Context: an optimization exercise on an open-source flow, tuned for small area. The choices shown serve that exercise and are no tape-out recipe. RTL that was checked went through simulation tests only; none was proved equivalent to the original. No activity file was given, so power comes from the tool's default toggle rates.

## CCI_stage_top
module CCI_stage_top(
		input				clk,
		input				reset,
		input		[31:0]	dataIn,
		output	reg	[31:0]	outputVoltage,
		output	reg			outputValid
		);
	localparam DEPTH = 37;			 
	reg		[16:0]	u;
	reg				live;			 
	reg		[32*DEPTH-1:0]	sr;		 
	reg		[31:0]	hold0;			 
	reg				an;				 
	reg		[15:0]	ax;				 
	reg		[7:0]	y1;				 
	reg		[11:0]	z;				 
	reg		[11:0]	cr;				 
	reg		[11:0]	k1;				 
	wire	[31:0]	s0  = sr[0 +: 32];
	wire	[31:0]	s19 = sr[32*19 +: 32];
	wire	[31:0]	s36 = sr[32*36 +: 32];
	wire	[15:0]	d    = s0[31:16] - s0[15:0];
	wire			edge0 = (u[3:0] == 4'd15);	 
	wire			lineM = (u[16:4] == 13'd0);	 
	wire			cell0 = (u[3:0] == 4'd2);	 
	wire	[18:0]	p10 = {ax, 3'd0} + {2'd0, ax, 1'd0} + (an ? 19'd10 : 19'd0);
	wire	[7:0]	f10 = p10[18:11];
	wire	[7:0]	y1m = edge0 ? 8'd0 : y1;
	wire	[22:0]	pz  = {ax, 7'd0} + {6'd0, ax, 1'd0} + {7'd0, ax} + (an ? 23'd131 : 23'd0) + {y1m, 11'd0};
	wire	[11:0]	crn = (edge0 ? 12'd0 : {4'd0, f10}) + z;
	wire	[11:0]	term = cell0 ? k1 : cr;
	wire	[15:0]	upd  = s19[31:16] + {4'd0, term};
	always @(posedge clk) begin
		sr <= {sr[32*(DEPTH-1)-1 : 32*20], upd, s19[15:0], sr[32*19-1 : 0], dataIn};
		an <= d[15];
		ax <= d ^ {16{d[15]}};
		y1 <= f10;
		z  <= pz[22:11];
		cr <= lineM ? 12'd0 : crn;
		if (cell0) k1 <= cr;
		if (cell0) hold0 <= s36;
	end
	always @(posedge clk or posedge reset) begin
		if (reset) begin
			u             <= 17'h1FFF2;
			live          <= 1'b0;
			outputValid   <= 1'b0;
			outputVoltage <= 32'd0;
		end else begin
			u <= u + 17'd1;
			if (u[5] & ~u[4] & u[1]) live <= 1'b1;				 
			if (~u[5] & u[4] & u[1]) outputValid <= 1'b1;		 
  ...
==> module CCI_stage_top, before the edit <==
module CCI_stage_top(
		input				clk,
		input				reset,
		input		[31:0]	dataIn,
		output	reg	[31:0]	outputVoltage,
		output	reg			outputValid
		);
	localparam DEPTH = 37;			 
	reg		[16:0]	u;
	reg				live;			 
	reg		[32*DEPTH-1:0]	sr;		 
	reg		[31:0]	hold0;			 
	reg				an;				 
	reg		[15:0]	ax;				 
	reg		[7:0]	y1;				 
	reg		[11:0]	z;				 
	reg		[11:0]	cr;				 
	reg		[11:0]	k1;				 
	wire	[31:0]	s0  = sr[0 +: 32];
	wire	[31:0]	s19 = sr[32*19 +: 32];
	wire	[31:0]	s36 = sr[32*36 +: 32];
	wire	[15:0]	d    = s0[31:16] - s0[15:0];
	wire			edge0 = (u[3:0] == 4'd15);	 
	wire			lineM = (u[16:4] == 13'd0);	 
	wire			cell0 = (u[3:0] == 4'd2);	 
	wire	[18:0]	p10 = {ax, 3'd0} + {2'd0, ax, 1'd0} + (an ? 19'd10 : 19'd0);
	wire	[7:0]	f10 = p10[18:11];
	wire	[7:0]	y1m = edge0 ? 8'd0 : y1;
	wire	[22:0]	pz  = {ax, 7'd0} + {6'd0, ax, 1'd0} + {7'd0, ax} + (an ? 23'd131 : 23'd0) + {y1m, 11'd0};
	wire	[11:0]	crn = (edge0 ? 12'd0 : {4'd0, f10}) + z;
	wire	[11:0]	term = cell0 ? k1 : cr;
	wire	[15:0]	upd  = s19[31:16] + {4'd0, term};
	always @(posedge clk) begin
		sr <= {sr[32*(DEPTH-1)-1 : 32*20], upd, s19[15:0], sr[32*19-1 : 0], dataIn};
		an <= d[15];
		ax <= d ^ {16{d[15]}};
		y1 <= f10;
		z  <= pz[22:11];
		cr <= lineM ? 12'd0 : crn;
		if (cell0) k1 <= cr;
		if (cell0) hold0 <= s36;
	end
	always @(posedge clk or posedge reset) begin
		if (reset) begin
			u             <= 17'h1FFF2;
			live          <= 1'b0;
			outputValid   <= 1'b0;
			outputVoltage <= 32'd0;
		end else begin
			u <= u + 17'd1;
			if (u[5] & ~u[4] & u[1]) live <= 1'b1;				 
			if (~u[5] & u[4] & u[1]) outputValid <= 1'b1;		 
			outputVoltage <= live ? (cell0 ? hold0 : s36) : 32'd0;
		end
	end
endmodule
export LEC_CHECK = 0
export CAP_MARGIN = 20
export CORE_MARGIN = 2
export CORE_UTILIZATION = 60
export PLACE_DENSITY = 0.75
export SLEW_MARGIN = 20
create_clock -name core_clock -period 5.0 [get_ports {clk}]
standard.sh (not shown) runs the stock make flow with config.mk's settings and CLKGATE_MAP_FILE= SYNTH_SCRIPT=/design/flow/synth_recipe.tcl, a recipe that flattens the netlist after the stock synthesis.
==> flow/flow/run.sh <==
#!/bin/bash
# The standard layout (standard.sh), with two changes made through ORFS's own
# variables: the port buffers use the smallest buffer cell, and CTS balances
# the tree without dummy loads. Each tool's output goes to orfs/logs; make's
# own output goes to flow_make.log here.
set -euo pipefail
export BUFFER_PORTS_ARGS="-buffer_cell sky130_fd_sc_hd__buf_1"
export CTS_ARGS="-sink_clustering_enable -repair_clock_nets -dont_use_dummy_load -sink_clustering_size 20 -sink_clustering_max_diameter 50 -buf_list sky130_fd_sc_hd__clkbuf_8"
bash standard.sh > flow_make.log 2>&1
Rerun with:
--- a/flow/design.v
+++ b/flow/design.v
@@ -19,19 +19,42 @@
 	reg		[11:0]	k1;				 
 	wire	[31:0]	s0  = sr[0 +: 32];
 	wire	[31:0]	s19 = sr[32*19 +: 32];
 	wire	[31:0]	s36 = sr[32*36 +: 32];
-	wire	[15:0]	d    = s0[31:16] - s0[15:0];
+	wire	[15:0]	d;
+	cci_add #(16) add_d (.a(s0[31:16]), .b(~s0[15:0]), .ci(1'b1), .s(d));
 	wire			edge0 = (u[3:0] == 4'd15);	 
 	wire			lineM = (u[16:4] == 13'd0);	 
 	wire			cell0 = (u[3:0] == 4'd2);	 
-	wire	[18:0]	p10 = {ax, 3'd0} + {2'd0, ax, 1'd0} + (an ? 19'd10 : 19'd0);
+	wire	[18:0]	r1  = {ax, 3'd0};
+	wire	[18:0]	r2  = {2'd0, ax, 1'd0};
+	wire	[18:0]	r3  = {15'd0, an, 1'b0, an, 1'b0};
+	wire	[18:0]	p10s = r1 ^ r2 ^ r3;
+	wire	[18:0]	p10c = ((r1 & r2) | (r1 & r3) | (r2 & r3)) << 1;
+	wire	[18:0]	p10;
+	cci_add #(19) add_p10 (.a(p10s), .b(p10c), .ci(1'b0), .s(p10));
 	wire	[7:0]	f10 = p10[18:11];
 	wire	[7:0]	y1m = edge0 ? 8'd0 : y1;
-	wire	[22:0]	pz  = {ax, 7'd0} + {6'd0, ax, 1'd0} + {7'd0, ax} + (an ? 23'd131 : 23'd0) + {y1m, 11'd0};
-	wire	[11:0]	crn = (edge0 ? 12'd0 : {4'd0, f10}) + z;
+	wire	[22:0]	q1  = {ax, 7'd0};
+	wire	[22:0]	q2  = {6'd0, ax, 1'd0};
+	wire	[22:0]	q3  = {7'd0, ax};
+	wire	[22:0]	q4  = {15'd0, an, 5'd0, an, an};
+	wire	[22:0]	q5  = {4'd0, y1m, 11'd0};
+	wire	[22:0]	t1s = q1 ^ q2 ^ q3;
+	wire	[22:0]	t1c = ((q1 & q2) | (q1 & q3) | (q2 & q3)) << 1;
+	wire	[22:0]	t2s = t1s ^ t1c ^ q4;
+	wire	[22:0]	t2c = ((t1s & t1c) | (t1s & q4) | (t1c & q4)) << 1;
+	wire	[22:0]	t3s = t2s ^ t2c ^ q5;
+	wire	[22:0]	t3c = ((t2s & t2c) | (t2s & q5) | (t2c & q5)) << 1;
+	wire	[22:0]	pz;
+	cci_add #(23) add_pz (.a(t3s), .b(t3c), .ci(1'b0), .s(pz));
+	wire	[11:0]	crn;
+	cci_add #(12) add_cr (.a(edge0 ? 12'd0 : {4'd0, f10}), .b(z), .ci(1'b0), .s(crn));
 	wire	[11:0]	term = cell0 ? k1 : cr;
-	wire	[15:0]	upd  = s19[31:16] + {4'd0, term};
+	wire	[15:0]	upd;
+	cci_add #(16) add_upd (.a(s19[31:16]), .b({4'd0, term}), .ci(1'b0), .s(upd));
+	wire	[16:0]	un;
+	cci_add #(17) add_u (.a(u), .b(17'd0), .ci(1'b1), .s(un));
 	always @(posedge clk) begin
 		sr <= {sr[32*(DEPTH-1)-1 : 32*20], upd, s19[15:0], sr[32*19-1 : 0], dataIn};
 		an <= d[15];
 		ax <= d ^ {16{d[15]}};
@@ -47,11 +70,35 @@
 			live          <= 1'b0;
 			outputValid   <= 1'b0;
 			outputVoltage <= 32'd0;
 		end else begin
-			u <= u + 17'd1;
+			u <= un;
 			if (u[5] & ~u[4] & u[1]) live <= 1'b1;				 
 			if (~u[5] & u[4] & u[1]) outputValid <= 1'b1;		 
 			outputVoltage <= live ? (cell0 ? hold0 : s36) : 32'd0;
 		end
 	end
 endmodule
+module cci_add #(parameter W = 16) (
+		input		[W-1:0]	a,
+		input		[W-1:0]	b,
+		input				ci,
+		output		[W-1:0]	s
+		);
+	wire	[W-1:0]	p = a ^ b;
+	wire	[W-1:0]	g = a & b;
+	wire	[W:0]	c;
+	assign c[0] = ci;
+	genvar i;
+	generate for (i = 0; i < W; i = i + 1) begin : g_c
+		if (i % 4 == 0)
+			assign c[i+1] = g[i] | (p[i] & c[i]);
+		else if (i % 4 == 1)
+			assign c[i+1] = g[i] | (p[i] & g[i-1]) | (p[i] & p[i-1] & c[i-1]);
+		else if (i % 4 == 2)
+			assign c[i+1] = g[i] | (p[i] & g[i-1]) | (p[i] & p[i-1] & g[i-2]) | (p[i] & p[i-1] & p[i-2] & c[i-2]);
+		else
+			assign c[i+1] = g[i] | (p[i] & g[i-1]) | (p[i] & p[i-1] & g[i-2]) | (p[i] & p[i-1] & p[i-2] & g[i-3])
+			              | (p[i] & p[i-1] & p[i-2] & p[i-3] & c[i-3]);
+	end endgenerate
+	assign s = p ^ c[W-1:0];
+endmodule
After rerunning: The new run went through all stages and came out clean; core utilization stays flat; power decreases slightly; global-route usage drops by 0.15 points; count of clock-buffer cells in the layout shrinks by 1; synthesized cell count drops slightly; sequential cell count stays the same; area after synthesis is about the same; final area stays flat; maximum frequency shrinks by roughly a tenth; routed wire length goes down by a few percent; sequential power stays flat; via count fell slightly; register-to-register slack gets worse by 0.45 ns.
Function not checked in the second run of this note: the RTL went through the layout flow alone.

[separate check: timing with driven ports]
How much do the figures lean on ideal ports? The routed layouts below were timed once more, with nothing changed but the port constraints. Step 1, drivers: a clkbuf_16 drives clk and a buf_2 each remaining input, both assumed. Step 2, shift: input delay + t, output delay - t, t = (earliest + latest rising clock arrival at the registers) / 2. This alone moves slack from input paths to output paths. Slacks: no drivers / after step 1 / after step 2; pairs: no drivers / after step 1.
run	t, ns	setup slack, ns	worst hold slack (ns)	pins driven straight from the clock port
the first run	0.681	0.821 / 0.821 / 0.821	0.266 / 0.266 / 0.266	1
the second run	0.679	0.373 / 0.373 / 0.373	0.246 / 0.246 / 0.246	1
After both steps setup and hold are still met in every run listed.
